This is an optimization exercise on Yosys and OpenROAD, whose aim is small area and a short achievable clock period, not a production implementation. Function was checked by simulation only, so behaviour that the tests miss may differ from the original. The flow treats the clock pin as an ideal source, which a real chip does not have. Power is estimated from default activity; no workload was simulated.

File: flow/config.mk
export PLATFORM = sky130hd
export DESIGN_NAME = Divider
export DESIGN_NICKNAME = Divider
export VERILOG_FILES = /design/flow/design.v
export SDC_FILE = /design/flow/constraint.sdc
export NUM_CORES = 4
export LEC_CHECK = 0
export CAP_MARGIN = 20
export CORE_MARGIN = 2
export CORE_UTILIZATION = 40
export CTS_BUF_LIST = sky130_fd_sc_hd__clkbuf_16
export CTS_CLUSTER_DIAMETER = 100
export CTS_CLUSTER_SIZE = 30
export SETUP_SLACK_MARGIN = 1.5
export SLEW_MARGIN = 20
File: flow/constraint.sdc
create_clock -name core_clock -period 3.0 [get_ports {clock}]
set_input_delay 0.6000 -clock core_clock [delete_from_list [all_inputs] [get_ports {clock}]]
set_output_delay 0.6000 -clock core_clock [all_outputs]
set_load 0.01 [all_outputs]
File: flow/design.v
module Register(s_in, r_in, d_in, s_out, r_out, d_out, clock);
parameter W = 8;
input  [15:0] s_in;
input  [7:0]  r_in;
input  [7:0]  d_in;
input         clock;
output reg [15:0] s_out;
output     [7:0]  r_out;
output reg [7:0]  d_out;
reg [W-1:0] r_q;
always @(posedge clock) begin
  s_out <= s_in;
  r_q   <= r_in[W-1:0];
  d_out <= d_in;
end
generate
  if (W < 8) begin : pad
    assign r_out = {{(8 - W){1'b0}}, r_q};
  end else begin : full
    assign r_out = r_q;
  end
endgenerate
endmodule
module Stage(s_in, r_in, nd, s_out, r_out);
parameter J = 9;
input  [15:0] s_in;
input  [7:0]  r_in;
input  [7:0]  nd;
output [15:0] s_out;
output [7:0]  r_out;
localparam WI = (J - 1 < 8) ? J - 1 : 8;
localparam WO = (J < 8) ? J : 8;
wire [7:0] rin_w = r_in & ((9'd1 << WI) - 9'd1);
wire [8:0] t     = {rin_w, s_in[15]};
wire [7:0] g0 = t[7:0] & nd;
wire [7:0] p0 = t[7:0] | nd;
wire [7:0] g1 = {g0[7] | p0[7] & g0[6], g0[6], g0[5] | p0[5] & g0[4], g0[4],
                 g0[3] | p0[3] & g0[2], g0[2], g0[1] | p0[1] & g0[0], g0[0]};
wire [7:0] p1 = {p0[7] & p0[6], p0[6], p0[5] & p0[4], p0[4],
                 p0[3] & p0[2], p0[2], p0[1] & p0[0], p0[0]};
wire [7:0] g2 = {g1[7] | p1[7] & g1[5], g1[6] | p1[6] & g1[5], g1[5], g1[4],
                 g1[3] | p1[3] & g1[1], g1[2] | p1[2] & g1[1], g1[1], g1[0]};
wire [7:0] p2 = {p1[7] & p1[5], p1[6] & p1[5], p1[5], p1[4],
                 p1[3] & p1[1], p1[2] & p1[1], p1[1], p1[0]};
wire [7:0] g3 = {g2[7:4] | p2[7:4] & {4{g2[3]}}, g2[3:0]};
wire [8:0] c  = {g3, 1'b0};
wire [7:0] x    = nd ^ c[7:0];
wire [7:0] sum  = t[7:0] ^ x;
wire       q    = t[8] | c[8];
wire [7:0] rn   = q ? sum : t[7:0];
assign s_out = {s_in[14:0], q};
assign r_out = rn & ((9'd1 << WO) - 9'd1);
endmodule
module Divider(divisor,dividend,quotient_final,remainder,clock);
input clock;
input [7:0] divisor;
input [15:0] dividend;
output [15:0] quotient_final;
output [22:0] remainder;
wire [15:0] s  [1:15];
wire [7:0]  r  [1:15];
wire [7:0]  d  [1:15];
wire [15:0] sn [1:15];
wire [7:0]  rn [1:15];
reg [15:0] s1;
reg [7:0]  d1;
always @(posedge clock) begin
  s1 <= dividend;
  d1 <= 8'd0 - divisor;
end
assign s[1] = s1;
assign r[1] = 8'd0;
assign d[1] = d1;
wire [15:0] sa;
wire [7:0]  ra;
Stage #(.J(1)) S1 (s[1], r[1], d[1], sa, ra);
Stage #(.J(2)) S2 (sa, ra, d[1], sn[1], rn[1]);
Register #(.W(2)) R2 (sn[1], rn[1], d[1], s[2], r[2], d[2], clock);
genvar k;
generate
  for (k = 2; k <= 14; k = k + 1) begin : st
    Stage #(.J(k + 1)) S (s[k], r[k], d[k], sn[k], rn[k]);
    Register #(.W((k + 1 < 8) ? k + 1 : 8)) R (sn[k], rn[k], d[k], s[k+1], r[k+1], d[k+1], clock);
  end
endgenerate
Stage #(.J(16)) S16 (s[15], r[15], d[15], sn[15], rn[15]);
wire z15 = (d[15] == 8'd0);
reg [15:0] qf;
reg [15:0] rf;
always @(posedge clock) begin
  qf <= sn[15] | {16{z15}};
  rf <= {sn[15][7:0] & {8{z15}}, rn[15]};
end
assign quotient_final = qf;
assign remainder = {7'd0, rf};
endmodule
File: flow/flow/run.sh
#!/bin/bash
# The standard ORFS layout with these changes:
# - the divider steps 3..16 go to synthesis as sky130 gate netlists, which
#   flow/gen_stage.py writes from design.v (it replaces the Stage module; the
#   registers and everything else stay as in the RTL);
# - synthesis: Yosys's full-adder extraction is off (ADDER_MAP_FILE empty),
#   and ABC maps the remaining logic for delay with flow/abc_speed.script;
# - clock tree: right after TritonCTS, its root buffer (which only drives the
#   two first-level buffers) is removed and each first-level buffer is split
#   in two, so the clock port drives four buffers (flow/rmroot.tcl);
# - after global routing, non-critical gates are downsized (RECOVER_POWER)
#   and the setup repair runs once more right after.
# ORFS's scripts are copied here and only those points differ.
set -euo pipefail
rm -rf scripts_local
cp -r "$FLOW_HOME/scripts" scripts_local
cp flow/abc_speed.script scripts_local/abc_speed.script
cp flow/rmroot.tcl scripts_local/rmroot.tcl
python3 - <<'PY'
p = "scripts_local/cts.tcl"
s = open(p).read()
anchor = "log_cmd clock_tree_synthesis {*}$cts_args\n"
assert anchor in s
s = s.replace(anchor, anchor + "source $::env(SCRIPTS_DIR)/rmroot.tcl\nremove_clock_root\nsplit_clock_level1 4\n")
open(p, "w").write(s)
PY
python3 - <<'PY'
p = "scripts_local/global_route.tcl"
s = open(p).read()
anchor = "  recover_power_helper\n"
assert anchor in s
s = s.replace(anchor, anchor + "  if { $::env(RECOVER_POWER) != 0 } { repair_timing_helper }\n")
open(p, "w").write(s)
PY
python3 flow/gen_stage.py design.v > mapped.v 2> gen_stage.log
bash standard.sh ADDER_MAP_FILE= RECOVER_POWER=100 SCRIPTS_DIR="$PWD/scripts_local" VERILOG_FILES="$PWD/mapped.v" finish > flow_make.log 2>&1
File: flow/flow/abc_speed.script
strash
dch
map -D 900
topo
stime -c
buffer -c
upsize -c
dnsize -c
File: flow/flow/gen_stage.py
#!/usr/bin/env python3
"""Write a gate-level version of the Stage module (sky130hd cells) for the
layout flow. Reads the design (design.v, all modules of the RTL), replaces its
Stage module with one whose steps J >= 3 are sky130 cell netlists, and prints
the result. Steps 1 and 2 keep the RTL's own description.

Each netlist computes what rtl/Stage.v computes: t = {r_in, s_in[15]} (the
r_in bits above J-1 are zero for J <= 8), q = t[8] | carry(t[7:0] + nd),
r_out = q ? t[7:0] + nd : t[7:0], s_out = {s_in[14:0], q}, where the carries
come from a Sklansky prefix tree, q from one AOI gate, and each remainder bit
as t ^ (q & (nd ^ c)).
"""
import re
import sys


class Net:
    def __init__(self, b):
        self.b = b
        self.cells = []
        self.wires = []
        self.n = 0
        self.memo = {}

    def wire(self):
        self.n += 1
        w = f"n{self.n}"
        self.wires.append(w)
        return w

    def cell(self, typ, out, **pins):
        self.n += 1
        name = f"g{self.n}"
        conns = ", ".join(f".{p}({v})" for p, v in list(pins.items()) + [out])
        self.cells.append(f"sky130_fd_sc_hd__{typ} {name} ({conns});")

    def gate(self, typ, outpin, **pins):
        w = self.wire()
        self.cell(typ, (outpin, w), **pins)
        return w


class Step:
    """Signals are keyed by name; avail[name] maps polarity (True = true
    value) to a net."""

    def __init__(self, J):
        self.J = J
        self.m = min(J, 8)
        self.N = Net(J)
        self.avail = {}

    def t(self, i):
        return "s_in[15]" if i == 0 else f"r_in[{i - 1}]"

    def nd(self, i):
        return f"nd[{i}]"

    def get(self, key, pol):
        a = self.avail.setdefault(key, {})
        if pol in a:
            return a[pol]
        if key[0] in "gp" and len(key) == 2:
            # bit generate / propagate straight from the flops
            kind, i = key
            if kind == "g":
                a[pol] = self.N.gate("and2_1" if pol else "nand2_1", "X" if pol else "Y",
                                     A=self.t(i), B=self.nd(i))
            else:
                a[pol] = self.N.gate("or2_1" if pol else "nor2_1", "X" if pol else "Y",
                                     A=self.t(i), B=self.nd(i))
            return a[pol]
        self.build(key)
        if pol in a:
            return a[pol]
        a[pol] = self.N.gate("inv_1", "Y", A=a[not pol])
        return a[pol]

    def has(self, key):
        return key in self.avail and self.avail[key]

    @staticmethod
    def split(i, j):
        h = (i ^ j).bit_length() - 1
        return (i >> h) << h

    def G(self, i, j):
        return ("G", i, j) if i != j else ("g", i)

    def P(self, i, j):
        return ("P", i, j) if i != j else ("p", i)

    def pref_pol(self, key):
        """The polarity a signal is (or will be) built in."""
        if len(key) == 2:
            return None
        if not self.has(key):
            self.build(key)
        a = self.avail[key]
        return next(iter(a))

    def build(self, key):
        kind, i, j = key
        mid = self.split(i, j)
        hi_g, hi_p, lo_g = self.G(i, mid), self.P(i, mid), self.G(mid - 1, j)
        if kind == "G":
            lp = self.pref_pol(lo_g)
            if lp is None:
                lp = False
            if lp is False:
                # inverted inputs: G = !((Ph' | Gl') & Gh')
                out = self.N.gate("o21ai_1", "Y", A1=self.get(hi_p, False),
                                  A2=self.get(lo_g, False), B1=self.get(hi_g, False))
                self.avail.setdefault(key, {})[True] = out
            else:
                out = self.N.gate("a21oi_1", "Y", A1=self.get(hi_p, True),
                                  A2=self.get(lo_g, True), B1=self.get(hi_g, True))
                self.avail.setdefault(key, {})[False] = out
        else:
            lo_p = self.P(mid - 1, j)
            lp = self.pref_pol(lo_p)
            hp = self.pref_pol(hi_p)
            pol = lp if lp is not None else (hp if hp is not None else False)
            if pol is False:
                out = self.N.gate("nor2_1", "Y", A=self.get(hi_p, False), B=self.get(lo_p, False))
                self.avail.setdefault(key, {})[True] = out
            else:
                out = self.N.gate("nand2_1", "Y", A=self.get(hi_p, True), B=self.get(lo_p, True))
                self.avail.setdefault(key, {})[False] = out

    def carry(self, i):
        """Carry into bit i of t[7:0] + nd (carry in 0), as a key."""
        return self.G(i - 1, 0)

    def emit(self):
        J, m, N = self.J, self.m, self.N
        # q
        if J >= 9:
            mid = self.split(7, 0)
            t8n = N.gate("inv_1", "Y", A="r_in[7]")
            q = N.gate("o211ai_2", "Y", A1=self.get(self.P(7, mid), False),
                       A2=self.get(self.G(mid - 1, 0), False),
                       B1=self.get(self.G(7, mid), False), C1=t8n)
        elif m == 8:
            q = self.get(self.G(7, 0), True)
        else:
            ups = [self.nd(i) for i in range(m, 8)]
            if len(ups) == 1:
                upn = N.gate("inv_1", "Y", A=ups[0])
            elif len(ups) <= 4:
                typ = {2: "nand2_1", 3: "nand3_1", 4: "nand4_1"}[len(ups)]
                upn = N.gate(typ, "Y", **dict(zip("ABCD", ups)))
            else:
                a = N.gate("and3_1", "X", A=ups[0], B=ups[1], C=ups[2])
                rest = [a] + ups[3:]
                typ = {2: "nand2_1", 3: "nand3_1", 4: "nand4_1"}[len(rest)]
                upn = N.gate(typ, "Y", **dict(zip("ABCD", rest)))
            q = N.gate("nor2_2", "Y", A=upn, B=self.get(self.G(m - 1, 0), False))
        lines = []
        # remainder bits: t ^ (q & (nd ^ c))
        for i in range(m):
            if i == 0:
                y = self.nd(0)
            else:
                c = self.carry(i)
                cp = self.pref_pol(c)
                if cp is None:
                    cp = False
                cn = self.get(c, cp)
                y = N.gate("xor2_1" if cp else "xnor2_1", "X" if cp else "Y", A=self.nd(i), B=cn)
            nn = N.gate("nand2_1", "Y", A=q, B=y)
            N.cell("xnor2_1", ("Y", f"r_out[{i}]"), A=self.t(i), B=nn)
        for i in range(m, 8):
            lines.append(f"assign r_out[{i}] = 1'b0;")
        lines.append(f"assign s_out = {{s_in[14:0], {q}}};")
        body = [f"wire {w};" for w in N.wires] + N.cells + lines
        return body


def stage_module(rtl_stage):
    out = ["module Stage(s_in, r_in, nd, s_out, r_out);",
           "parameter J = 9;",
           "input  [15:0] s_in;", "input  [7:0]  r_in;", "input  [7:0]  nd;",
           "output [15:0] s_out;", "output [7:0]  r_out;",
           "generate"]
    first = True
    for J in range(3, 17):
        out.append(f"{'if' if first else 'end else if'} (J == {J}) begin : j{J}")
        first = False
        out += ["  " + l for l in Step(J).emit()]
    out.append("end else begin : rtl")
    out.append(f"  Stage_rtl #(.J(J)) u (s_in, r_in, nd, s_out, r_out);")
    out.append("end")
    out.append("endgenerate")
    out.append("endmodule")
    rtl = re.sub(r"\bmodule\s+Stage\b", "module Stage_rtl", rtl_stage, count=1)
    return rtl + "\n" + "\n".join(out) + "\n"


def main():
    src = open(sys.argv[1]).read()
    m = re.search(r"\bmodule\s+Stage\b.*?\bendmodule\b", src, re.S)
    assert m, "no Stage module"
    rest = src[:m.start()] + src[m.end():]
    sys.stdout.write(rest + "\n" + stage_module(m.group(0)))


if __name__ == "__main__":
    main()
File: flow/flow/rmroot.tcl
# remove the CTS root buffer: connect the clock port net straight to its loads
proc remove_clock_root {} {
  set block [ord::get_db_block]
  set cnet [$block findNet clock]
  set roots {}
  foreach it [$cnet getITerms] {
    set inst [$it getInst]
    if {[[$it getMTerm] getIoType] eq "INPUT"} { lappend roots $inst }
  }
  puts "clock port loads: [llength $roots]"
  foreach inst $roots {
    set onet ""
    foreach it [$inst getITerms] {
      if {[[$it getMTerm] getIoType] eq "OUTPUT"} { set onet [$it getNet] }
    }
    set sinks {}
    foreach it [$onet getITerms] {
      if {[[$it getMTerm] getIoType] eq "INPUT"} { lappend sinks $it }
    }
    puts "root [$inst getName] drives [llength $sinks]"
    foreach it $sinks { $it disconnect; $it connect $cnet }
    odb::dbInst_destroy $inst
    odb::dbNet_destroy $onet
  }
}

# split each buffer the clock port drives into two, each driving the half of
# its loads on one side, while the port drives at most max_loads pins
proc split_clock_level1 {max_loads} {
  set block [ord::get_db_block]
  set cnet [$block findNet clock]
  set bufs {}
  foreach it [$cnet getITerms] { lappend bufs [$it getInst] }
  set n [llength $bufs]
  foreach inst $bufs {
    if {$n >= $max_loads} { break }
    set master [$inst getMaster]
    set onet ""; set ain ""; set xout ""
    foreach it [$inst getITerms] {
      set io [[$it getMTerm] getIoType]
      if {$io eq "OUTPUT"} { set onet [$it getNet]; set xout [$it getMTerm] }
      if {$io eq "INPUT"} { set ain [$it getMTerm] }
    }
    set sinks {}
    foreach it [$onet getITerms] {
      if {[[$it getMTerm] getIoType] eq "INPUT"} {
        set bb [[$it getInst] getBBox]
        lappend sinks [list $it [expr {([$bb xMin]+[$bb xMax])/2}] [expr {([$bb yMin]+[$bb yMax])/2}]]
      }
    }
    if {[llength $sinks] < 2} { continue }
    set xs [lmap s $sinks {lindex $s 1}]; set ys [lmap s $sinks {lindex $s 2}]
    set dx [expr {[tcl::mathfunc::max {*}$xs] - [tcl::mathfunc::min {*}$xs]}]
    set dy [expr {[tcl::mathfunc::max {*}$ys] - [tcl::mathfunc::min {*}$ys]}]
    set k [expr {$dx >= $dy ? 1 : 2}]
    set sorted [lsort -integer -index $k $sinks]
    set h [expr {[llength $sorted] / 2}]
    set g1 [lrange $sorted 0 [expr {$h-1}]]
    set g2 [lrange $sorted $h end]
    set name "[$inst getName]_split"
    set ni [odb::dbInst_create $block $master $name]
    set nn [odb::dbNet_create $block "${name}_net"]
    $nn setSigType CLOCK
    [$ni findITerm [$ain getName]] connect $cnet
    [$ni findITerm [$xout getName]] connect $nn
    foreach s $g2 { set it [lindex $s 0]; $it disconnect; $it connect $nn }
    foreach {grp ii} [list $g1 $inst $g2 $ni] {
      set cx 0; set cy 0
      foreach s $grp { set cx [expr {$cx + [lindex $s 1]}]; set cy [expr {$cy + [lindex $s 2]}] }
      set cx [expr {$cx / [llength $grp]}]; set cy [expr {$cy / [llength $grp]}]
      $ii setLocation $cx $cy
      $ii setPlacementStatus PLACED
    }
    incr n
    puts "split [$inst getName]: [llength $g1] + [llength $g2]"
  }
}
File: flow/standard.sh
#!/bin/bash
# synth_recipe.tcl (not shown) runs the flow's synth.tcl, then flattens the netlist and writes it again
# the make line also repeats each setting of config.mk as NAME=value (left out here)
make -C /OpenROAD-flow-scripts/flow DESIGN_CONFIG=/design/flow/config.mk WORK_HOME=/design/flow/orfs CLKGATE_MAP_FILE= SYNTH_SCRIPT=/design/flow/synth_recipe.tcl "${@:-finish}"
==> results.toml, run 1 <==
[sta]
worstEndpointType = "register data pin"
crit_endpoint = "st[5].R.r_q[2]$_DFF_P_/D"

[synthesis]
async_reset_ff_share_pct = 0
synth_top_area_cell = "dfxtp_1"
synth.avg_cell_area_sq_um = 10.78
synthCells = 1318
synth_common_cells = "483 x dfxtp_1, 232 x nand2_1, 136 x nor2_1, 136 x xnor2_1, 91 x o21ai_1"
synth_ff_type = "dfxtp_1"
synth_top_cell_area_share_pct = 68.03
netlist_area_sq_um = 14210
yosys_warnings = 8
synthTopCellsByArea = "dfxtp_1 68%, xnor2_1 8.4%, nand2_1 6.1%"
ys_seq_area_share_pct = 68.03
ys_types = 27
synth_edf_count = 0
yosysMostFrequentCell = "dfxtp_1"
synth_seq_cells = 483

[floorplanning]
die_h_microns = 192.5
start_util_pct = 40.25
ios = 64
fp-row-count = 69
fp.dieW_microns = 192.5

[clocking]
cts_hold_buf = 0
cts_made_buffers = 20
cts.sinks = 483

[status]
error_line = "[ERROR DPL-0033] detailed placement checks failed during check placement."
status = "stopped before the end"
stop_stage = "5_1_grt"

[placement]
dp_hpwl_microns = 12020
placed_cell_area_sq_um = 15330
numPortBuffers = 56
gp_congestion = 0.7427

[grt]
grt_max_degree = 31
antenna_found_initial = 0
==> how the worst max path moves through the flow <==
| stage | start | to | slack (ns) |
|---|---|---|---|
| floorplan | divisor[0] | d1[7] | 1.34 |
| global placement | divisor[0] | d1[7] | 0.81 |
| detailed placement | divisor[0] | d1[7] | 0.80 |
| CTS | divisor[1] | d1[7] | 1.44 |
==> per-stage QoR <==
step | cells | worst slack (ns)
floorplan | 1324 | 1.335
global placement | 1832 | 0.8113
detailed placement | 1832 | 0.7984
CTS | 1892 | 1.443
==> power groups by stage <==
stage | registers (mW) | logic (mW) | clock network, mW
after detailed placement | 8.38 | 3.69 | 0
after floorplan | 8.29 | 2.93 | 0
after CTS | 8.23 | 4.35 | 3.41
after global placement | 8.34 | 3.58 | 0
==> kinds of logic after synthesis <==
family / after synthesis / share of synthesized area (%)
flip-flops: 483 / 68.03
buffers and inverters: 62 / 1.822
other: 1 / 0.02638
AND/OR/NAND/NOR: 437 / 12.84
multiplexers: 1 / 0.1056
AO/OA/AOI/OAI: 147 / 5.651
XOR/XNOR: 187 / 11.52
==> timing repair <==
item / CTS
pin swaps: 30
gates resized for setup: 187
gates cloned: 7
setup buffers: 28
endpoints found under the setup margin: 160
==> inputs of run 2 (changes only) <==
--- a/flow/flow/run.sh
+++ b/flow/flow/run.sh
@@ -31,3 +31,3 @@
 assert anchor in s
-s = s.replace(anchor, anchor + "  if { $::env(RECOVER_POWER) != 0 } { repair_timing_helper }\n")
+s = s.replace(anchor, anchor + "  if { $::env(RECOVER_POWER) != 0 } { repair_timing_helper; detailed_placement }\n")
 open(p, "w").write(s)
@@ -35,2 +35,2 @@
 python3 flow/gen_stage.py design.v > mapped.v 2> gen_stage.log
-bash standard.sh ADDER_MAP_FILE= RECOVER_POWER=100 SCRIPTS_DIR="$PWD/scripts_local" VERILOG_FILES="$PWD/mapped.v" finish > flow_make.log 2>&1
+bash standard.sh ADDER_MAP_FILE= RECOVER_POWER=100 BUFFER_PORTS_ARGS="-buffer_cell sky130_fd_sc_hd__buf_1" SCRIPTS_DIR="$PWD/scripts_local" VERILOG_FILES="$PWD/mapped.v" finish > flow_make.log 2>&1
==> run 2 against run 1 <==
  * The run now finishes clean
  * Synthesized cell count unchanged
  * Area after synthesis unchanged
==> results.toml, run 2 <==
[floorplanning]
die_h_microns = 192.5
design.core.area_sq_um = 35310
ios = 64
fp.dieW_microns = 192.5
fp-row-count = 69
dieArea_sq_um = 37060
start_util_pct = 40.25

[min_path]
min_path_type = "reg2reg"

[synthesis]
synthTopCellsByArea = "dfxtp_1 68%, xnor2_1 8.4%, nand2_1 6.1%"
yosys_warnings = 8
synth_ff_type = "dfxtp_1"
synth_top_area_cell = "dfxtp_1"
synthMuxAreaShare_pct = 0.1056
synth_xor_xnor_area_share_pct = 11.52
yosys.area_share.simple_pct = 12.84
synth_fa_ha_area_share_pct = 0
synth_edf_count = 0
synth_top_cell_area_share_pct = 68.03
synth.avg_cell_area_sq_um = 10.78
synth_seq_cells = 483
synth_common_cells = "483 x dfxtp_1, 232 x nand2_1, 136 x nor2_1, 136 x xnor2_1, 91 x o21ai_1"
ys_seq_area_share_pct = 68.03
ys_types = 27
yosysMostFrequentCell = "dfxtp_1"
synthCells = 1318
synth_compound_area_share_pct = 5.651
synth_top_family_by_area = "simple AND/OR/NAND/NOR gates"
netlist_area_sq_um = 14210
async_reset_ff_share_pct = 0

[placement]
dp_hpwl_microns = 11570
gp_congestion = 0.7438
numPortBuffers = 56
placed_cell_area_sq_um = 14980

[grt]
grt_pass1_wl_microns = 31660
grt.overflow.total = 0
track_usage_pct = 10.40
grt_pass1_vias = 7514
grt_max_degree = 31
antenna_found_initial = 0

[cells_and_area]
drive_gt1_share_pct = 26.64
fin_area_sq_um = 17220
final_net_count = 1502
largest_reg_flops = 208
final_common_cell = "dfxtp_1"
n_antenna_cell = 0
ff_latch_area_sq_um = 9836
multiInputGateArea_sq_um = 5206
reg_top3 = "st.R.s_out: 208 flops, st.R.d_out: 104 flops, st.R.r_q: 89 flops"
final_cell_mix = "374 x dfxtp_1, 192 x nand2_1, 131 x xnor2_1"
top_register = "st.R.s_out"
nFillCells = 3138
area_growth_pct = 21.18

[sta]
fin_crit_sh_pct = 52.22
rsz0062_at_grt = "true"
timing.setup.tns_ns = 0
hold_viol_final = 0
period_minus_slack_ns = 1.566
skew_ns = 0.03830
fmax_mhz = 638.4
worstMarginPinSlew_ns = 0.5339
setup_viol = 0
maxSlewViolCount = 0
maxSlewHeadroom_pct = 64.14

[worst_setup_path]
crit_required_ns = 3.21
crit_fanout = 3
end_kind = "flip-flop"
crit_type = "reg2reg"
cp-start-kind = "flip-flop"
worstPathArrival_ns = 1.78

[power_and_ir_drop]
p_leak_nw = 7.043
vdd_drop_max_v = 0.0006242
power.density_nw_per_um2 = 951.9
power.total_mw = 16.40

[clocking]
cts_hold_buf = 0
clkSlewWorstSetupHoldPaths_ns = 0.11
cts_made_buffers = 20
cts.sinks = 483
insertion_delay_ns = 0.35
cts_tree = "done"

[routing]
vias = 8335
drt_wl_total_microns = 20190
drcViolationCount = 0
ant_nets = 0
drt_iter0_drc = 224
vias_per_cell = 4.296
drt-pass1-iter-count = 4
avgRoutedWirePerCell_microns = 10.41

[run]
maxCapViolCount = 0

[status]
status = "complete, no violations"
==> run 2: cell counts after synthesis <==
No cell type changed its count.
==> run 2: cell families after synthesis <==
logic type | Yosys count
buf+inv | 62
flops | 483
xor+xnor | 187
other cells | 1
simple gates | 437
mux | 1
compound gates | 147
==> run 2: layer usage <==
layer	GRT usage, %	wire length (microns)	up-vias
met1	9.731	7434	3785
met3	1.819	601	33
met5	0	0	-
li1	-	-	4424
met4	4.257	539	0
met2	21.68	11620	93
==> run 2: area by class of cell, clock buffers not listed <==
class	count	share of cell area (%)
clock inverters	3	0.2034
multi-input cells	785	30.23
well taps	461	3.349
inverters	53	1.155
flip-flops and latches	483	57.10
repair buffers	133	4.765
plain buffers	2	0.2906
==> run 2: worst max-delay path: stages (launching register included) <==
cell,delay [ns]
dfxtp_2,0.34
nand4_1,0.20
o31ai_4,0.30
nand2_1,0.09
a21oi_2,0.14
nor3_2,0.07
mux2_4,0.29
==> run 2: where the power goes <==
part           total, mW  switching, mW  internal, mW  leakage, nW
Combinational       4.88           2.46          2.42         2.72
Sequential          8.37          0.747          7.62         4.05
Clock               3.15           1.80          1.36        0.281
Total               16.4           5.00          11.4         7.04
==> run 2: repair_timing <==
action | CTS | global route
cloned | 5 | 2
setup endpoints to repair | 125 | 110
buffers inserted | 25 | 51
gates resized for setup | 90 | 455
pin swaps | 29 | 112
==> run 2: worst paths after layout <==
| check | from | end | slack, ns | cells past startpoint |
|---|---|---|---|---|
| min reg2reg | st[3].R.d_out[5] | st[4].R.d_out[5] | 0.32 | 0 |
| max | d1[6] | R2.r_q[0] | 1.43 | 6 |
| max reg2reg | d1[6] | R2.r_q[0] | 1.43 | 6 |
| min | st[3].R.d_out[5] | st[4].R.d_out[5] | 0.32 | 0 |
==> run 2: stage by stage <==
stage	utilization (%)	setup slack, ns	hold WS, ns	cells
after floorplan	-	1.335	0.3096	1324
after global placement	42.43	1.182	0.3096	1832
after detailed placement	42.43	1.172	0.3121	1832
after CTS	46.00	1.444	0.3194	1887
after global routing	48.78	1.362	0.3129	1940
final	48.78	1.434	0.3162	1940
==> inputs of run 3 (changes only) <==
--- a/flow/flow/run.sh
+++ b/flow/flow/run.sh
@@ -9,5 +9,3 @@
 #   two first-level buffers) is removed and each first-level buffer is split
-#   in two, so the clock port drives four buffers (flow/rmroot.tcl);
-# - after global routing, non-critical gates are downsized (RECOVER_POWER)
-#   and the setup repair runs once more right after.
+#   in two, so the clock port drives four buffers (flow/rmroot.tcl).
 # ORFS's scripts are copied here and only those points differ.
@@ -26,11 +24,3 @@
 PY
-python3 - <<'PY'
-p = "scripts_local/global_route.tcl"
-s = open(p).read()
-anchor = "  recover_power_helper\n"
-assert anchor in s
-s = s.replace(anchor, anchor + "  if { $::env(RECOVER_POWER) != 0 } { repair_timing_helper; detailed_placement }\n")
-open(p, "w").write(s)
-PY
 python3 flow/gen_stage.py design.v > mapped.v 2> gen_stage.log
-bash standard.sh ADDER_MAP_FILE= RECOVER_POWER=100 BUFFER_PORTS_ARGS="-buffer_cell sky130_fd_sc_hd__buf_1" SCRIPTS_DIR="$PWD/scripts_local" VERILOG_FILES="$PWD/mapped.v" finish > flow_make.log 2>&1
+bash standard.sh ADDER_MAP_FILE= SCRIPTS_DIR="$PWD/scripts_local" VERILOG_FILES="$PWD/mapped.v" finish > flow_make.log 2>&1
--- a/flow/flow/gen_stage.py
+++ b/flow/flow/gen_stage.py
@@ -51,2 +51,3 @@
         self.avail = {}
+        self.level = {}
 
@@ -83,4 +84,16 @@
     def split(i, j):
-        h = (i ^ j).bit_length() - 1
-        return (i >> h) << h
+        """Kogge-Stone: a prefix G(i,0) splits at i-s+1 (s the largest power
+        of two <= i); a group of 2^k bits splits in halves."""
+        if j == 0:
+            s = 1 << (i.bit_length() - 1)
+            return i - s + 1
+        w = i - j + 1
+        return i - w // 2 + 1
+
+    def lvl(self, key):
+        if len(key) == 2:
+            return 0
+        if key not in self.level:
+            self.build(key)
+        return self.level[key]
 
@@ -106,3 +119,6 @@
         if kind == "G":
-            lp = self.pref_pol(lo_g)
+            lh, ll = self.lvl(hi_g), self.lvl(lo_g)
+            self.level[key] = 1 + max(lh, ll, self.lvl(hi_p))
+            deep = hi_g if lh > ll else lo_g
+            lp = self.pref_pol(deep)
             if lp is None:
@@ -120,2 +136,3 @@
             lo_p = self.P(mid - 1, j)
+            self.level[key] = 1 + max(self.lvl(hi_p), self.lvl(lo_p))
             lp = self.pref_pol(lo_p)
==> run 3 against run 2 <==
  * Still clean on timing, DRC and antenna
  * Final cell count grew 2.0%
  * Register-to-register slack improved by 0.07 ns
  * Hold slack lost 0.034 ns
  * Final area rose by 0.89%
  * Sequential cell count stayed put
  * Via count grew 6.6%
  * Clock skew up 0.022 ns
  * First-iteration DRC count up 54%
  * Sequential share of layout area shrank 0.28 points
  * Synthesized cell count grew 5.1%
  * Clock power hardly changed
  * Critical endpoint is now st[6].R.r_q[1]
==> results.toml, run 3 <==
[status]
status = "complete, no violations"

[routing]
avgRoutedWirePerCell_microns = 11.71
drt_iter0_drc = 344
drt_wl_total_microns = 23150
drt-pass1-iter-count = 5
drcViolationCount = 0
ant_nets = 0
vias = 8887
vias_per_cell = 4.493

[grt]
grt_pass1_wl_microns = 37040
grt.overflow.total = 0
grt_max_degree = 31
grt_pass1_vias = 8255
track_usage_pct = 11.67
antenna_found_initial = 0

[clocking]
cts_tree = "done"
cts.sinks = 483
clkSlewWorstSetupHoldPaths_ns = 0.10
cts_made_buffers = 20
insertion_delay_ns = 0.37

[sta]
timing.setup.tns_ns = 0
fmax_mhz = 670.2
finalWorstSetupSlack_ns = 1.508
setup_viol = 0
rsz0062_at_grt = "true"
fin_crit_sh_pct = 49.73
period_minus_slack_ns = 1.492
hold_viol_final = 0
skew_ns = 0.06008
maxSlewViolCount = 0

[worst_setup_path]
max_stage_delay_ns = 0.38
r2r_slack_ns = 1.51
path_cells = "nand2_4 -> o21ai_4 -> a21oi_2 -> o21ai_2 -> inv_2 -> nor2_4 -> nand2_1 -> xnor2_1"
crit_family = "simple AND/OR/NAND/NOR gates"
worstReg2RegStart = "st[5].R.r_q[0]"
ff2ff_path_depth = 8
crit_fanout = 8
crit_required_ns = 3.21
crit_type = "reg2reg"
worstReg2RegEnd = "st[6].R.r_q[1]"
path_buf_inv = 1
cp-start-kind = "flip-flop"
end_kind = "flip-flop"
critPathSlowestCell = "dfxtp_4"
worstPathArrival_ns = 1.71

[run]
maxCapViolCount = 0

[floorplanning]
design.core.area_sq_um = 35570
die_h_microns = 194.1
fp-row-count = 69
dieArea_sq_um = 37670
fp.dieW_microns = 194.1
start_util_pct = 40.64
ios = 64

[power_and_ir_drop]
power.density_nw_per_um2 = 940.2
p_leak_nw = 7.115
vdd_drop_max_v = 0.0005357

[synthesis]
synth_ff_type = "dfxtp_1"
synthTopCellsByArea = "dfxtp_1 67%, xnor2_1 8.2%, nand2_1 6.7%"
synth_top_area_cell = "dfxtp_1"
synth.avg_cell_area_sq_um = 10.44
yosysMostFrequentCell = "dfxtp_1"
synth_fa_ha_area_share_pct = 0
synth_edf_count = 0
synth_common_cells = "483 x dfxtp_1, 257 x nand2_1, 164 x nor2_1"
yosys_warnings = 8
synth_top_cell_area_share_pct = 66.90
synth_seq_cells = 483
synth_compound_area_share_pct = 7.600
ys_types = 27
synthMuxAreaShare_pct = 0.1039
synth_top_family_by_area = "simple AND/OR/NAND/NOR gates"
ys_seq_area_share_pct = 66.90
synthCells = 1385
synth_xor_xnor_area_share_pct = 11.33
async_reset_ff_share_pct = 0
yosys.area_share.simple_pct = 12.53
netlist_area_sq_um = 14450

[cells_and_area]
top_register = "st.R.s_out"
largest_reg_flops = 208
reg_top3 = "st.R.s_out: 208 flops, st.R.d_out: 104 flops, st.R.r_q: 89 flops"
nFillCells = 3217
area_growth_pct = 20.22
final_cell_mix = "361 x dfxtp_1, 230 x nand2_1, 131 x xnor2_1"
n_antenna_cell = 0
drive_gt1_share_pct = 28.94
final_common_cell = "dfxtp_1"
final_net_count = 1541

[min_path]
min-delay-start = "R2.s_out[3]"
holdPathStages = 0
min_path_type = "reg2reg"
hold_end = "st[2].R.s_out[4]"

[placement]
numPortBuffers = 56
gp_congestion = 0.8938
dp_hpwl_microns = 15030
dp_slack_ns = 0.7871
[run 3: cell count changes after synthesis, sizes merged]
cell   delta
o21ai    +36
nor2     +28
nand2    +25
or2      -24
a21oi    +23
inv      -11
and2     -10
[run 3: kinds of logic (layout without fill, tap and decap cells)]
group,after synthesis,after routing
AO/OA/AOI/OAI,206,208
AND/OR/NAND/NOR,456,457
buffers and inverters,51,174
flip-flops,483,483
multiplexers,1,1
other,1,7
XOR/XNOR,187,187
[run 3: how the worst max path moves through the flow]
stage	depth (start not counted)	slack [ns]	startpoint	end
finish	8	1.51	st[5].R.r_q[0]	st[6].R.r_q[1]
floorplan	7	1.34	divisor[0]	d1[7]
CTS	8	1.43	divisor[0]	d1[7]
global placement	8	0.80	divisor[0]	d1[7]
global route	8	1.38	st[3].R.d_out[1]	st[4].R.r_q[1]
detailed placement	8	0.79	divisor[0]	d1[7]
[run 3: routing by layer]
metal | vias to the layer above | track usage (%) | wire (microns)
li1 | 4652 | - | -
met1 | 4039 | 13.41 | 9724
met2 | 138 | 21.37 | 11780
met3 | 58 | 2.592 | 967
met4 | 0 | 3.816 | 678
met5 | - | 0 | 0
[run 3: stage by stage]
| step | hold WS [ns] | cell area, sq um | std cells | utilization (%) | power [mW] |
|---|---|---|---|---|---|
| global placement | 0.3097 | 15570 | 1899 | 43.77 | 12.33 |
| global route | 0.2884 | 17380 | 1978 | 48.85 | 17.42 |
| finish | 0.2821 | 17380 | 1978 | 48.85 | 16.34 |
| CTS | 0.2870 | 16440 | 1950 | 46.23 | 15.92 |
| floorplan | 0.3096 | 14490 | 1391 | - | 11.46 |
| detailed placement | 0.3121 | 15570 | 1899 | 43.77 | 12.44 |
[run 3: cell type report, clock buffers not listed]
| cell class | count | area [sq um] | share of cell area, % |
|---|---|---|---|
| Tap cell | 461 | 576.8 | 3.319 |
| Timing Repair Buffer | 108 | 824.5 | 4.745 |
| Sequential cell | 483 | 9874 | 56.83 |
| Inverter | 42 | 157.7 | 0.9073 |
| Multi-Input combinational cell | 860 | 5354 | 30.81 |
| Clock inverter | 3 | 63.81 | 0.3672 |
| Buffer | 2 | 50.05 | 0.2880 |
[run 3: report_power, final]
part / total [mW] / internal [mW] / leakage (nW) / switching, mW
Sequential: 8.35 / 7.60 / 4.05 / 0.743
Clock: 3.15 / 1.32 / 0.283 / 1.84
Combinational: 4.84 / 2.25 / 2.78 / 2.58
[run 3: repair_timing]
item	in CTS	in global routing
pin swaps	19	58
gates cloned	3	1
buffers inserted	24	27
gates resized for setup	200	299
hold buffers	0	0
setup endpoints to repair	151	109
==> inputs of run 4 (changes only) <==
--- a/flow/flow/gen_stage.py
+++ b/flow/flow/gen_stage.py
@@ -13,3 +13,6 @@
 import re
+import os
 import sys
+
+MAXFAN = int(os.environ.get('GEN_MAXFAN', '3'))
 
@@ -33,4 +36,33 @@
         name = f"g{self.n}"
-        conns = ", ".join(f".{p}({v})" for p, v in list(pins.items()) + [out])
-        self.cells.append(f"sky130_fd_sc_hd__{typ} {name} ({conns});")
+        self.cells.append([typ, name, dict(pins), out])
+
+    def clone_loaded(self, maxfan):
+        """Give each gate output with more than maxfan loads a copy of its
+        gate, and move half of the loads to the copy."""
+        done = False
+        while not done:
+            done = True
+            loads = {}
+            for c in self.cells:
+                for pin, net in c[2].items():
+                    loads.setdefault(net, []).append((c, pin))
+            for c in list(self.cells):
+                typ, name, pins, (opin, onet) = c
+                ld = loads.get(onet, [])
+                if len(ld) <= maxfan or typ.startswith("inv"):
+                    continue
+                w = self.wire()
+                self.n += 1
+                self.cells.append([typ, f"g{self.n}", dict(pins), (opin, w)])
+                for cc, pin in ld[len(ld) // 2:]:
+                    cc[2][pin] = w
+                done = False
+                break
+
+    def text(self):
+        out = []
+        for typ, name, pins, o in self.cells:
+            conns = ", ".join(f".{p}({v})" for p, v in list(pins.items()) + [o])
+            out.append(f"sky130_fd_sc_hd__{typ} {name} ({conns});")
+        return out
 
@@ -51,3 +83,2 @@
         self.avail = {}
-        self.level = {}
 
@@ -84,16 +115,4 @@
     def split(i, j):
-        """Kogge-Stone: a prefix G(i,0) splits at i-s+1 (s the largest power
-        of two <= i); a group of 2^k bits splits in halves."""
-        if j == 0:
-            s = 1 << (i.bit_length() - 1)
-            return i - s + 1
-        w = i - j + 1
-        return i - w // 2 + 1
-
-    def lvl(self, key):
-        if len(key) == 2:
-            return 0
-        if key not in self.level:
-            self.build(key)
-        return self.level[key]
+        h = (i ^ j).bit_length() - 1
+        return (i >> h) << h
 
@@ -119,6 +138,3 @@
         if kind == "G":
-            lh, ll = self.lvl(hi_g), self.lvl(lo_g)
-            self.level[key] = 1 + max(lh, ll, self.lvl(hi_p))
-            deep = hi_g if lh > ll else lo_g
-            lp = self.pref_pol(deep)
+            lp = self.pref_pol(lo_g)
             if lp is None:
@@ -136,3 +152,2 @@
             lo_p = self.P(mid - 1, j)
-            self.level[key] = 1 + max(self.lvl(hi_p), self.lvl(lo_p))
             lp = self.pref_pol(lo_p)
@@ -192,3 +207,4 @@
         lines.append(f"assign s_out = {{s_in[14:0], {q}}};")
-        body = [f"wire {w};" for w in N.wires] + N.cells + lines
+        N.clone_loaded(MAXFAN)
+        body = [f"wire {w};" for w in N.wires] + N.text() + lines
         return body
--- a/flow/config.mk
+++ b/flow/config.mk
@@ -13,3 +13,3 @@
 export CTS_CLUSTER_SIZE = 30
-export SETUP_SLACK_MARGIN = 1.5
+export SETUP_SLACK_MARGIN = 1.55
 export SLEW_MARGIN = 20
==> run 4 against run 3 <==
  * Final area increased by 4.9%
  * Wire length up 0.20%
  * Highest routed layer unchanged
  * First-iteration DRC count decreased by 12%
  * Final cell count up 2.3%
  * Area after synthesis is 2.8% higher
  * Sequential power rose by 1%
  * Clock power about the same
  * Die area is 2.7% higher
==> results.toml, run 4 <==
[status]
status = "complete, no violations"

[routing]
drt_iter0_drc = 302
ant_nets = 0
avgRoutedWirePerCell_microns = 11.47
vias_per_cell = 4.421
drt-pass1-iter-count = 6
drcViolationCount = 0
vias = 8943
drt_wl_total_microns = 23200

[floorplanning]
dieArea_sq_um = 38700
design.core.area_sq_um = 36610
start_util_pct = 40.58
ios = 64
fp.dieW_microns = 196.7
die_h_microns = 196.7
fp-row-count = 70

[sta]
skew_ns = 0.01786
hold_viol_final = 0
fin_crit_sh_pct = 48.81
holdWs_ns = 0.3229
setup_viol = 0
timing.setup.tns_ns = 0
period_minus_slack_ns = 1.464
maxSlewViolCount = 0
fmax_mhz = 682.9
finalWorstSetupSlack_ns = 1.536
rsz0062_at_grt = "true"

[placement]
dp_slack_ns = 0.8052
gp_congestion = 0.8094
numPortBuffers = 56
placed_cell_area_sq_um = 15980
dp_hpwl_microns = 15060

[grt]
grt_max_degree = 31
antenna_found_initial = 0
track_usage_pct = 11.21
grt.overflow.total = 0
grt_pass1_wl_microns = 36030
grt_pass1_vias = 8087

[synthesis]
synth_top_cell_area_share_pct = 65.09
synthTopCellsByArea = "dfxtp_1 65%, xnor2_1 8.0%, nand2_1 6.1%"
synth_common_cells = "483 x dfxtp_1, 241 x nand2_1, 155 x nor2_1"
synth.avg_cell_area_sq_um = 10.49
netlist_area_sq_um = 14860
synth_ff_type = "dfxtp_1"
async_reset_ff_share_pct = 0
synth_edf_count = 0
yosysMostFrequentCell = "dfxtp_1"
ys_seq_area_share_pct = 65.09
synth_seq_cells = 483
synth_top_area_cell = "dfxtp_1"
synthCells = 1416
yosys_warnings = 8
ys_types = 27

[cells_and_area]
reg_top3 = "st.R.s_out: 208 flops, st.R.d_out: 104 flops, st.R.r_q: 89 flops"
final_cell_mix = "326 x dfxtp_1, 205 x nand2_1, 128 x xnor2_1"
fin_area_sq_um = 18240
largest_reg_flops = 208
final_common_cell = "dfxtp_1"
top_register = "st.R.s_out"
n_antenna_cell = 0
drive_gt1_share_pct = 33.83
area_growth_pct = 22.76
final_net_count = 1579

[worst_setup_path]
r2r_slack_ns = 1.54
worstPathArrival_ns = 1.70
crit_fanout = 4
cp-start-kind = "flip-flop"
end_kind = "flip-flop"
crit_required_ns = 3.24
crit_type = "reg2reg"

[power_and_ir_drop]
p_leak_nw = 7.387
p_sw_mw = 5.616
power.density_nw_per_um2 = 938.4
intPower_mw = 11.50
switching_share_pct = 32.82
vdd_drop_max_v = 0.0004003
p_clk_share_pct = 18.4
p_comb_share_pct = 32.1
seqPwrFrac_pct = 49.5

[run]
maxCapViolCount = 0

[clocking]
cts_made_buffers = 20
cts.sinks = 483
cts_tree = "done"
cts_hold_buf = 0
insertion_delay_ns = 0.34
clkSlewWorstSetupHoldPaths_ns = 0.11

[min_path]
min_path_type = "reg2reg"
==> run 4: through the flow <==
step	total power [mW]	util [%]	std cells
3_5_place_dp	12.93	43.65	1937
4_1_cts	16.35	46.12	1983
3_3_place_gp	12.80	43.65	1937
2_1_floorplan	11.87	-	1422
5_1_grt	18.25	49.81	2023
6_report	17.11	49.81	2023
==> run 4: worst max-delay path, stage by stage, from the launching register on <==
cell and delay (ns):
dfxtp_4 0.38, nor2_2 0.05, o21ai_2 0.19, a21oi_2 0.11, o21ai_2 0.15, inv_2 0.07
nor2_4 0.19, nand2_2 0.09, xnor2_2 0.13
==> run 4: path summary, 6_finish.rpt <==
check | from | end | cells after the start
max | st[4].R.d_out[1] | st[5].R.r_q[1] | 8
min reg2reg | st[5].R.s_out[14] | st[6].R.s_out[15] | 0
min | st[5].R.s_out[14] | st[6].R.s_out[15] | 0
max reg2reg | st[4].R.d_out[1] | st[5].R.r_q[1] | 8
==> run 4: logic make-up after synthesis <==
| kind of cell | synth area share (%) |
|---|---|
| other | 0.02524 |
| flip-flops | 65.09 |
| AO/OA/AOI/OAI | 8.810 |
| AND/OR/NAND/NOR | 13.21 |
| multiplexers | 0.1010 |
| buffers and inverters | 1.743 |
| XOR/XNOR | 11.03 |
==> run 4: final cells by class, clock buffers not listed <==
class | count | area [sq um]
fill | 3201 | 18370
sequential | 483 | 9958
multi-input combinational | 878 | 6053
timing repair buffer | 117 | 867.1
tap | 468 | 585.6
inverter | 53 | 198.9
buffer | 2 | 50.05
clock inverter | 3 | 47.55
==> run 4: timing repair <==
action	CTS	global route
resized for setup	249	352
gates cloned	0	1
setup endpoints to repair	144	126
pin swaps	28	101
buffers inserted	22	39
==> run 4: metal layers <==
metal / wire [microns] / up-vias / GRT usage [%] / share of wire (%)
met4: 539 / 0 / 3.899 / 2.3
met5: 0 / - / 0 / 0
li1: - / 4754 / - / -
met3: 803 / 42 / 2.533 / 3.5
met1: 10120 / 4044 / 13.34 / 44
met2: 11740 / 103 / 19.91 / 51
==> run 4: power by group through the flow <==
stage	Clock (mW)	Sequential (mW)	Combinational (mW)
5_1_grt	3.53	8.63	6.09
3_3_place_gp	0	8.42	4.38
2_1_floorplan	0	8.31	3.57
4_1_cts	3.30	8.30	4.75
3_5_place_dp	0	8.43	4.50
6_report	3.14	8.47	5.50
==> inputs of run 5 (changes only) <==
--- a/flow/flow/gen_stage.py
+++ b/flow/flow/gen_stage.py
@@ -16,3 +16,3 @@
 
-MAXFAN = int(os.environ.get('GEN_MAXFAN', '3'))
+MAXFAN = int(os.environ.get('GEN_MAXFAN', '4'))
 
==> run 5 against run 4 <==
  * Combinational power shrank 5.1%
  * Synthesized cell count shrank 5.4%
  * Via count is 5.7% lower
  * Register-to-register slack barely moved
  * Power decreased by 1.5%
  * Hold slack lost 0.018 ns
  * Maximum frequency increased by 0.75%
  * First-iteration DRC count decreased by 41%
  * Wire length is 9.6% lower
  * Area after synthesis shrank 3.2%
  * Worst setup slack gained 0.011 ns
  * Critical path depth fell by 2
  * Largest cell class unchanged
  * Largest power group unchanged
==> results.toml, run 5 <==
[cells_and_area]
nFillCells = 3025
drive_gt1_share_pct = 33.54
final_cell_mix = "324 x dfxtp_1, 199 x nand2_1, 135 x xnor2_1"
reg_top3 = "st.R.s_out: 208 flops, st.R.d_out: 104 flops, st.R.r_q: 89 flops"
area_growth_pct = 24.26
post-route-util_pct = 50.37
top_register = "st.R.s_out"
n_antenna_cell = 0
final_common_cell = "dfxtp_1"
largest_reg_flops = 208
fin_area_sq_um = 17870
final_net_count = 1503

[synthesis]
ys_types = 27
synthTopCellsByArea = "dfxtp_1 67%, xnor2_1 8.3%, nand2_1 6.1%"
netlist_area_sq_um = 14380
synth_fa_ha_area_share_pct = 0
synth_compound_area_share_pct = 6.629
synth_top_family_by_area = "simple AND/OR/NAND/NOR gates"
synth.avg_cell_area_sq_um = 10.74
synth_xor_xnor_area_share_pct = 11.39
ys_seq_area_share_pct = 67.23
synth_edf_count = 0
yosys.area_share.simple_pct = 12.82
synth_seq_cells = 483
synth_common_cells = "483 x dfxtp_1, 232 x nand2_1, 136 x nor2_1, 136 x xnor2_1, 92 x o21ai_1"
synth_ff_type = "dfxtp_1"
synth_top_area_cell = "dfxtp_1"
yosysMostFrequentCell = "dfxtp_1"
synthCells = 1339
async_reset_ff_share_pct = 0
yosys_warnings = 8
synth_top_cell_area_share_pct = 67.23
synthMuxAreaShare_pct = 0.1044

[sta]
period_minus_slack_ns = 1.453
rsz0062_at_grt = "true"
setup_viol = 0
timing.setup.tns_ns = 0
fin_crit_sh_pct = 48.45
fmax_mhz = 688.0
hold_viol_final = 0
maxSlewViolCount = 0
skew_ns = 0.04746

[routing]
drt_wl_total_microns = 20970
avgRoutedWirePerCell_microns = 10.81
drt-pass1-iter-count = 4
vias_per_cell = 4.347
drt_iter0_drc = 177
vias = 8434
drcViolationCount = 0
ant_nets = 0

[clocking]
cts_hold_buf = 0
cts.sinks = 483
cts_tree = "done"
insertion_delay_ns = 0.36
cts_made_buffers = 20
clkSlewWorstSetupHoldPaths_ns = 0.11

[worst_setup_path]
critPathSlowestCell = "dfxtp_2"
cp-start-kind = "flip-flop"
path_cells = "nand4_4 -> o31ai_4 -> nand2_1 -> a21oi_2 -> nor3_4 -> mux2_4"
crit_fanout = 3
crit_required_ns = 3.21
crit_family = "compound AO/OA/AOI/OAI gates"
worstPathArrival_ns = 1.66
crit_type = "reg2reg"
end_kind = "flip-flop"
max_stage_delay_ns = 0.36
path_buf_inv = 0

[floorplanning]
fp.dieW_microns = 193.6
design.core.area_sq_um = 35480
dieArea_sq_um = 37490
fp-row-count = 69
die_h_microns = 193.6
ios = 64
start_util_pct = 40.53

[placement]
dp_hpwl_microns = 12900
gp_congestion = 0.8194
numPortBuffers = 56
placed_cell_area_sq_um = 15500

[min_path]
min_path_type = "reg2reg"

[power_and_ir_drop]
power.density_nw_per_um2 = 943.2
vdd_drop_max_v = 0.0006740
p_leak_nw = 7.248
power.total_mw = 16.86

[run]
maxCapViolCount = 0

[grt]
track_usage_pct = 10.44
grt.overflow.total = 0
antenna_found_initial = 0
grt_pass1_wl_microns = 32840
grt_pass1_vias = 7711
grt_max_degree = 31

[status]
status = "complete, no violations"
## run 5: cell families (layout without fill, tap and decap cells)
kind of cell	Yosys count	in the layout
AOI/OAI and AO/OA	165	165
xor gates and xnor gates	187	187
other	1	7
muxes	1	1
and+or+nand+nor	440	441
DFF	483	483
buffers and inverters	62	195
## run 5: repair_timing
action | CTS | global route
gates cloned | 1 | 0
resized for setup | 299 | 314
buffers inserted | 37 | 25
setup endpoints to repair | 160 | 107
pin swaps | 53 | 102
## run 5: final timing paths
| kind | to | from | cells after the start | slack, ns |
|---|---|---|---|---|
| setup / recovery | R2.r_q[0] | d1[7] | 6 | 1.55 |
| hold / removal | st[2].R.s_out[15] | R2.s_out[14] | 0 | 0.30 |
| hold reg to reg | st[2].R.s_out[15] | R2.s_out[14] | 0 | 0.30 |
| setup reg to reg | R2.r_q[0] | d1[7] | 6 | 1.55 |
## run 5: layout make-up, clock buffers not listed
class                           instances  area [sq um]  share of cell area (%)
Timing Repair Buffer                  118         883.3                   4.943
Clock inverter                          2         31.28                  0.1750
Buffer                                  2         50.05                  0.2800
Inverter                               53         198.9                   1.113
Multi-Input combinational cell        801          5678                   31.77
Sequential cell                       483          9953                   55.69
Tap cell                              461         576.8                   3.227
## run 5: per-stage QoR
| stage | instances | setup slack, ns | hold WS (ns) |
|---|---|---|---|
| 2_1_floorplan | 1345 | 1.335 | 0.3096 |
| 3_3_place_gp | 1853 | 0.8147 | 0.3096 |
| 3_5_place_dp | 1853 | 0.8038 | 0.3121 |
| 4_1_cts | 1915 | 1.505 | 0.3003 |
| 5_1_grt | 1940 | 1.460 | 0.3204 |
| 6_report | 1940 | 1.547 | 0.3048 |
## run 5: where the power goes
part	switching [mW]	leakage [nW]	internal [mW]	total [mW]
Clock	1.85	0.287	1.36	3.21
Sequential	0.769	4.05	7.66	8.42
Combinational	2.75	2.91	2.47	5.22
Total	5.37	7.25	11.5	16.9
## run 5: layer usage
metal  track usage (%)  vias to the layer above  wire length, microns
li1                  -                     4467                     -
met1             9.676                     3815                  7557
met4             6.163                        0                   961
met5                 0                        -                     0
met3             2.157                       55                   703
met2             20.71                       97                 11750
==> inputs of run 6 (changes only) <==
--- a/flow/design.v
+++ b/flow/design.v
@@ -68,3 +68,3 @@
   s1 <= dividend;
-  d1 <= 8'd0 - divisor;
+  d1 <= divisor;
 end
@@ -72,3 +72,3 @@
 assign r[1] = 8'd0;
-assign d[1] = d1;
+assign d[1] = 8'd0 - d1;
 wire [15:0] sa;
--- a/flow/flow/run.sh
+++ b/flow/flow/run.sh
@@ -25,2 +25,2 @@
 python3 flow/gen_stage.py design.v > mapped.v 2> gen_stage.log
-bash standard.sh ADDER_MAP_FILE= SCRIPTS_DIR="$PWD/scripts_local" VERILOG_FILES="$PWD/mapped.v" finish > flow_make.log 2>&1
+bash standard.sh ADDER_MAP_FILE= BUFFER_PORTS_ARGS="-buffer_cell sky130_fd_sc_hd__buf_1" SCRIPTS_DIR="$PWD/scripts_local" VERILOG_FILES="$PWD/mapped.v" finish > flow_make.log 2>&1
==> run 6 against run 5 <==
  * Register-to-register slack barely moved
  * Still clean on timing, DRC and antenna
  * Final area fell by 2.1%
  * Combinational power shrank 6.1%
  * Sequential cell count unchanged
  * Hold slack better by 0.015 ns
  * Clock skew fell by 0.016 ns
  * Power is 1.7% lower
  * Final cell count about the same
  * Die area grew 0.15%
==> results.toml, run 6 <==
[cells_and_area]
top_register = "st.R.s_out"
fin_area_sq_um = 17490
final_common_cell = "dfxtp_1"
area_growth_pct = 21.45
reg_top3 = "st.R.s_out: 208 flops, st.R.d_out: 104 flops, st.R.r_q: 89 flops"
ff_latch_area_sq_um = 9923
stdcell_count = 1939
nFillCells = 3109
n_antenna_cell = 0
multiInputGateArea_sq_um = 5545
final_net_count = 1500
largest_reg_flops = 208
final_cell_mix = "334 x dfxtp_1, 206 x nand2_1, 136 x xnor2_1"
drive_gt1_share_pct = 29.70

[power_and_ir_drop]
p_leak_nw = 7.030
vdd_drop_max_v = 0.0006116
power.density_nw_per_um2 = 947.0

[synthesis]
synth.avg_cell_area_sq_um = 10.71
yosysMostFrequentCell = "dfxtp_1"
synth_ff_type = "dfxtp_1"
async_reset_ff_share_pct = 0
synth_top_cell_area_share_pct = 67.12
ys_types = 26
synth_top_area_cell = "dfxtp_1"
synthTopCellsByArea = "dfxtp_1 67%, xnor2_1 8.3%, nand2_1 6.0%"
synth_common_cells = "483 x dfxtp_1, 232 x nand2_1, 141 x nor2_1"
yosys_warnings = 8
synth_seq_cells = 483
ys_seq_area_share_pct = 67.12
synthCells = 1345
synth_edf_count = 0
netlist_area_sq_um = 14410

[worst_setup_path]
crit_type = "reg2reg"
crit_fanout = 3
worstPathArrival_ns = 1.68
end_kind = "flip-flop"
crit_required_ns = 3.23
cp-start-kind = "flip-flop"

[status]
status = "complete, no violations"

[floorplanning]
fp.dieW_microns = 193.8
design.core.area_sq_um = 35480
dieArea_sq_um = 37550
die_h_microns = 193.8
ios = 64
start_util_pct = 40.60
fp-row-count = 69

[grt]
track_usage_pct = 10.51
antenna_found_initial = 0
grt_pass1_wl_microns = 33040
grt_pass1_vias = 7742
grt.overflow.total = 0
grt_max_degree = 31

[sta]
maxSlewViolCount = 0
period_minus_slack_ns = 1.447
rsz0062_at_grt = "true"
hold_viol_final = 0
timing.setup.tns_ns = 0
skew_ns = 0.03146
fmax_mhz = 691.0
fin_crit_sh_pct = 48.24
setup_viol = 0

[placement]
numPortBuffers = 56
dp_cells = 1859
dp_hpwl_microns = 13300
gp_congestion = 0.8173
placed_cell_area_sq_um = 15150

[clocking]
cts_tree = "done"
insertion_delay_ns = 0.35
cts_made_buffers = 20
cts_hold_buf = 0
clkSlewWorstSetupHoldPaths_ns = 0.11
cts.sinks = 483

[routing]
avgRoutedWirePerCell_microns = 10.86
vias_per_cell = 4.393
drt_iter0_drc = 249
drcViolationCount = 0
vias = 8518
drt_wl_total_microns = 21070
ant_nets = 0
drt-pass1-iter-count = 4

[min_path]
min_path_type = "reg2reg"

[run]
maxCapViolCount = 0
## run 6: what timing repair did
action                                  CTS  global route
cloned                                    1             0
endpoints found under the setup margin  123           116
pin swaps                                46            76
buffers inserted                         32            21
gates resized for setup                 142           294
## run 6: layout make-up, clock buffers not listed
| class | instances | area share (%) |
|---|---|---|
| Inverter | 56 | 1.202 |
| Timing Repair Buffer | 109 | 3.605 |
| Multi-Input combinational cell | 804 | 31.70 |
| Clock inverter | 4 | 0.3290 |
| Buffer | 2 | 0.2861 |
| Sequential cell | 483 | 56.72 |
| Tap cell | 461 | 3.297 |
## run 6: per-layer routing
| layer | vias up | routed length (microns) | GRT usage, % | part of all wire, % |
|---|---|---|---|---|
| li1 | 4468 | - | - | - |
| met1 | 3890 | 7748 | 10.05 | 37 |
| met3 | 50 | 748 | 2.557 | 3.6 |
| met5 | - | 0 | 0 | 0 |
| met4 | 0 | 864 | 5.202 | 4.1 |
| met2 | 110 | 11700 | 20.67 | 56 |
## run 6: kinds of logic (layout without fill, tap and decap cells)
group | count (synthesis) | after routing | share of synthesized area [%]
AOI/OAI and AO/OA | 168 | 168 | 6.844
and+or+nand+nor | 444 | 445 | 12.94
DFF | 483 | 483 | 67.12
buffers and inverters | 65 | 191 | 1.876
xor gates and xnor gates | 184 | 184 | 11.19
other | 1 | 7 | 0.02603
## run 6: power breakdown
group	switching, mW	internal (mW)
logic	2.63	2.28
registers	0.771	7.64
clock network	1.81	1.44
## run 6: worst max-delay path, stage by stage, from the launching register on
cell,delay [ns]
dfxtp_2,0.38
nand2_4,0.07
o21ai_4,0.24
a21oi_4,0.12
o21ai_2,0.17
xor2_1,0.16
nand2_1,0.08
xnor2_1,0.12
## run 6: stage by stage
stage	total power [mW]	hold slack [ns]	worst slack, ns	utilization (%)
floorplan	11.35	0.3096	1.618	-
global placement	11.99	0.3095	1.265	42.71
detailed placement	12.11	0.3121	1.230	42.71
CTS	15.83	0.3214	1.537	46.41
global route	17.62	0.3145	1.464	49.30
finish	16.57	0.3193	1.553	49.30
## run 6: path summary, 6_finish.rpt
check,slack (ns),cells past startpoint,start,endpoint
min reg2reg,0.32,0,st[5].R.s_out[13],st[6].R.s_out[14]
min,0.32,0,st[5].R.s_out[13],st[6].R.s_out[14]
max reg2reg,1.55,7,st[8].R.d_out[0],st[9].R.r_q[7]
max,1.55,7,st[8].R.d_out[0],st[9].R.r_q[7]
==> inputs of run 7 (changes only) <==
--- a/flow/config.mk
+++ b/flow/config.mk
@@ -13,3 +13,3 @@
 export CTS_CLUSTER_SIZE = 30
-export SETUP_SLACK_MARGIN = 1.55
+export SETUP_SLACK_MARGIN = 1.5
 export SLEW_MARGIN = 20
==> run 7 against run 6 <==
  * Still clean on timing, DRC and antenna
  * Via count is 1.6% lower
  * Clock skew hardly changed
  * Register-to-register slack worse by 0.04 ns
  * Maximum frequency is 2.7% lower
==> results.toml, run 7 <==
[power_and_ir_drop]
power.density_nw_per_um2 = 954.5
vdd_drop_max_v = 0.0005368
p_leak_nw = 6.826
power.total_mw = 16.23

[routing]
vias = 8380
drt_iter0_drc = 219
drt-pass1-iter-count = 4
drcViolationCount = 0
avgRoutedWirePerCell_microns = 10.61
drt_wl_total_microns = 20300
ant_nets = 0
vias_per_cell = 4.378

[cells_and_area]
largest_reg_flops = 208
final_common_cell = "dfxtp_1"
final_net_count = 1475
final_cell_mix = "375 x dfxtp_1, 219 x nand2_1, 135 x xnor2_1"
drive_gt1_share_pct = 22.30
reg_top3 = "st.R.s_out: 208 flops, st.R.d_out: 104 flops, st.R.r_q: 89 flops"
n_antenna_cell = 0
top_register = "st.R.s_out"
area_growth_pct = 18.05

[floorplanning]
fp-row-count = 69
die_h_microns = 193.8
start_util_pct = 40.60
design.core.area_sq_um = 35480
ios = 64
dieArea_sq_um = 37550
fp.dieW_microns = 193.8

[placement]
dp_hpwl_microns = 13300
dp_slack_ns = 1.230
numPortBuffers = 56
gp_congestion = 0.8173

[worst_setup_path]
crit_required_ns = 3.23
crit_fanout = 4
cp-start-kind = "flip-flop"
end_kind = "flip-flop"
worstPathArrival_ns = 1.72
crit_type = "reg2reg"

[synthesis]
synth_seq_cells = 483
yosys_warnings = 8
synthTopCellsByArea = "dfxtp_1 67%, xnor2_1 8.3%, nand2_1 6.0%"
synth_ff_type = "dfxtp_1"
synthCells = 1345
ys_seq_area_share_pct = 67.12
synth_common_cells = "483 x dfxtp_1, 232 x nand2_1, 141 x nor2_1"
async_reset_ff_share_pct = 0
yosysMostFrequentCell = "dfxtp_1"
netlist_area_sq_um = 14410
synth_top_area_cell = "dfxtp_1"
synth_edf_count = 0
ys_types = 26
synth.avg_cell_area_sq_um = 10.71
synth_top_cell_area_share_pct = 67.12

[sta]
setup_viol = 0
fmax_mhz = 672.6
rsz0062_at_grt = "true"
fin_crit_sh_pct = 49.56
period_minus_slack_ns = 1.487
skew_ns = 0.03107
timing.setup.tns_ns = 0
finalWorstSetupSlack_ns = 1.513
hold_viol_final = 0
holdWs_ns = 0.3196
maxSlewViolCount = 0

[run]
maxCapViolCount = 0

[clocking]
insertion_delay_ns = 0.35
clkSlewWorstSetupHoldPaths_ns = 0.11
cts_made_buffers = 20
cts_tree = "done"
cts.sinks = 483
cts_hold_buf = 0

[min_path]
min_path_type = "reg2reg"

[grt]
antenna_found_initial = 0
grt_max_degree = 31
grt_pass1_wl_microns = 32520
track_usage_pct = 10.34
grt.overflow.total = 0
grt_pass1_vias = 7641

[status]
status = "complete, no violations"
==> run 7: changes by cell type in the layout (fill, tap and decap cells not counted), moves of 13 or more <==
cell     delta
dfxtp_4    -15
dfxtp_1    +41
dfxtp_2    -26
nand2_1    +13
buf_4      -23
==> run 7: logic make-up after synthesis <==
kind of cell              after synthesis  synth area share, %
xor gates and xnor gates              184                11.19
buffers and inverters                  65                1.876
DFF                                   483                67.12
and+or+nand+nor                       444                12.94
other                                   1              0.02603
AOI/OAI and AO/OA                     168                6.844
==> run 7: area by class of cell, clock buffers not listed <==
class,count,area [sq um]
flip-flops and latches,483,9834
repair buffers,84,420.4
fillers,3161,18480
multi-input cells,804,5355
clock inverters,4,57.56
inverters,56,210.2
well taps,461,576.8
plain buffers,2,50.05
==> run 7: worst paths after layout <==
path	slack, ns	cells after the start	startpoint	endpoint
worst max-delay path	1.51	7	st[6].R.s_out[15]	st[7].R.r_q[7]
worst min-delay path	0.32	0	st[5].R.s_out[13]	st[6].R.s_out[14]
worst max register to register	1.51	7	st[6].R.s_out[15]	st[7].R.r_q[7]
worst min register to register	0.32	0	st[5].R.s_out[13]	st[6].R.s_out[14]
==> run 7: worst max-delay path, stage by stage (launching register included) <==
cell and delay (ns):
dfxtp_2 0.38, nand2_4 0.07, o21ai_4 0.24, a21oi_4 0.12, o21ai_2 0.16, xor2_1 0.19
nand2_1 0.09, xnor2_1 0.13
==> run 7: timing repair <==
item	4_1_cts	5_1_grt
setup buffers	14	14
endpoints found under the setup margin	119	101
resized for setup	65	249
hold endpoints to repair	0	0
cloned	1	0
pin swaps	25	56
==> run 7: metal layers <==
layer  up-vias  wire length, microns  track usage [%]
met2       102                 11040            20.16
met4         0                   923            5.344
li1       4419                     -                -
met3        55                   739            2.540
met1      3804                  7601            9.951
met5         -                     0                0
==> run 7: per-stage QoR <==
| stage | utilization, % | cells | instance area (sq um) |
|---|---|---|---|
| global route | 47.92 | 1914 | 17010 |
| global placement | 42.71 | 1859 | 15150 |
| detailed placement | 42.71 | 1859 | 15150 |
| CTS | 45.43 | 1900 | 16120 |
| finish | 47.92 | 1914 | 17010 |
| floorplan | - | 1351 | 14430 |
==> run 7: where the power goes <==
part | switching (mW) | internal [mW] | total [mW]
sequential | 0.747 | 7.59 | 8.33
clock | 1.81 | 1.44 | 3.25
combinational | 2.50 | 2.15 | 4.65

==> what the ideal ports hide <==
Ports are ideal in the flow. The routed layouts listed here were re-timed in OpenROAD. Step 1 assumes that a clkbuf_16 drives the clock port and a buf_2 every other input. Step 2 moves the port delays by t, midway between the first and last clock arrival at a register: inputs arrive t later, outputs are due t later. That takes back most of the time a late clock gives input paths. Slacks: ideal ports / drivers / drivers and shift; pairs: ideal ports / drivers.
| run | t (ns) | setup slack, ns | slew at the worst register clock pin (ns) |
|---|---|---|---|
| run 2 | 0.431 | 1.434 / 1.433 / 1.248 | 0.11 / 0.11 |
| run 3 | 0.436 | 1.508 / 1.493 / 1.173 | 0.11 / 0.11 |
| run 4 | 0.445 | 1.536 / 1.497 / 1.197 | 0.11 / 0.11 |
| run 5 | 0.436 | 1.547 / 1.499 / 1.222 | 0.11 / 0.11 |
| run 6 | 0.436 | 1.553 / 1.488 / 1.553 | 0.11 / 0.11 |
| run 7 | 0.435 | 1.513 / 1.484 / 1.513 | 0.11 / 0.11 |
After both steps every run listed still meets setup and hold. For run 4, which loses most, drivers alone change the setup slack by -0.039 ns; drivers and shift together by -0.339 ns.
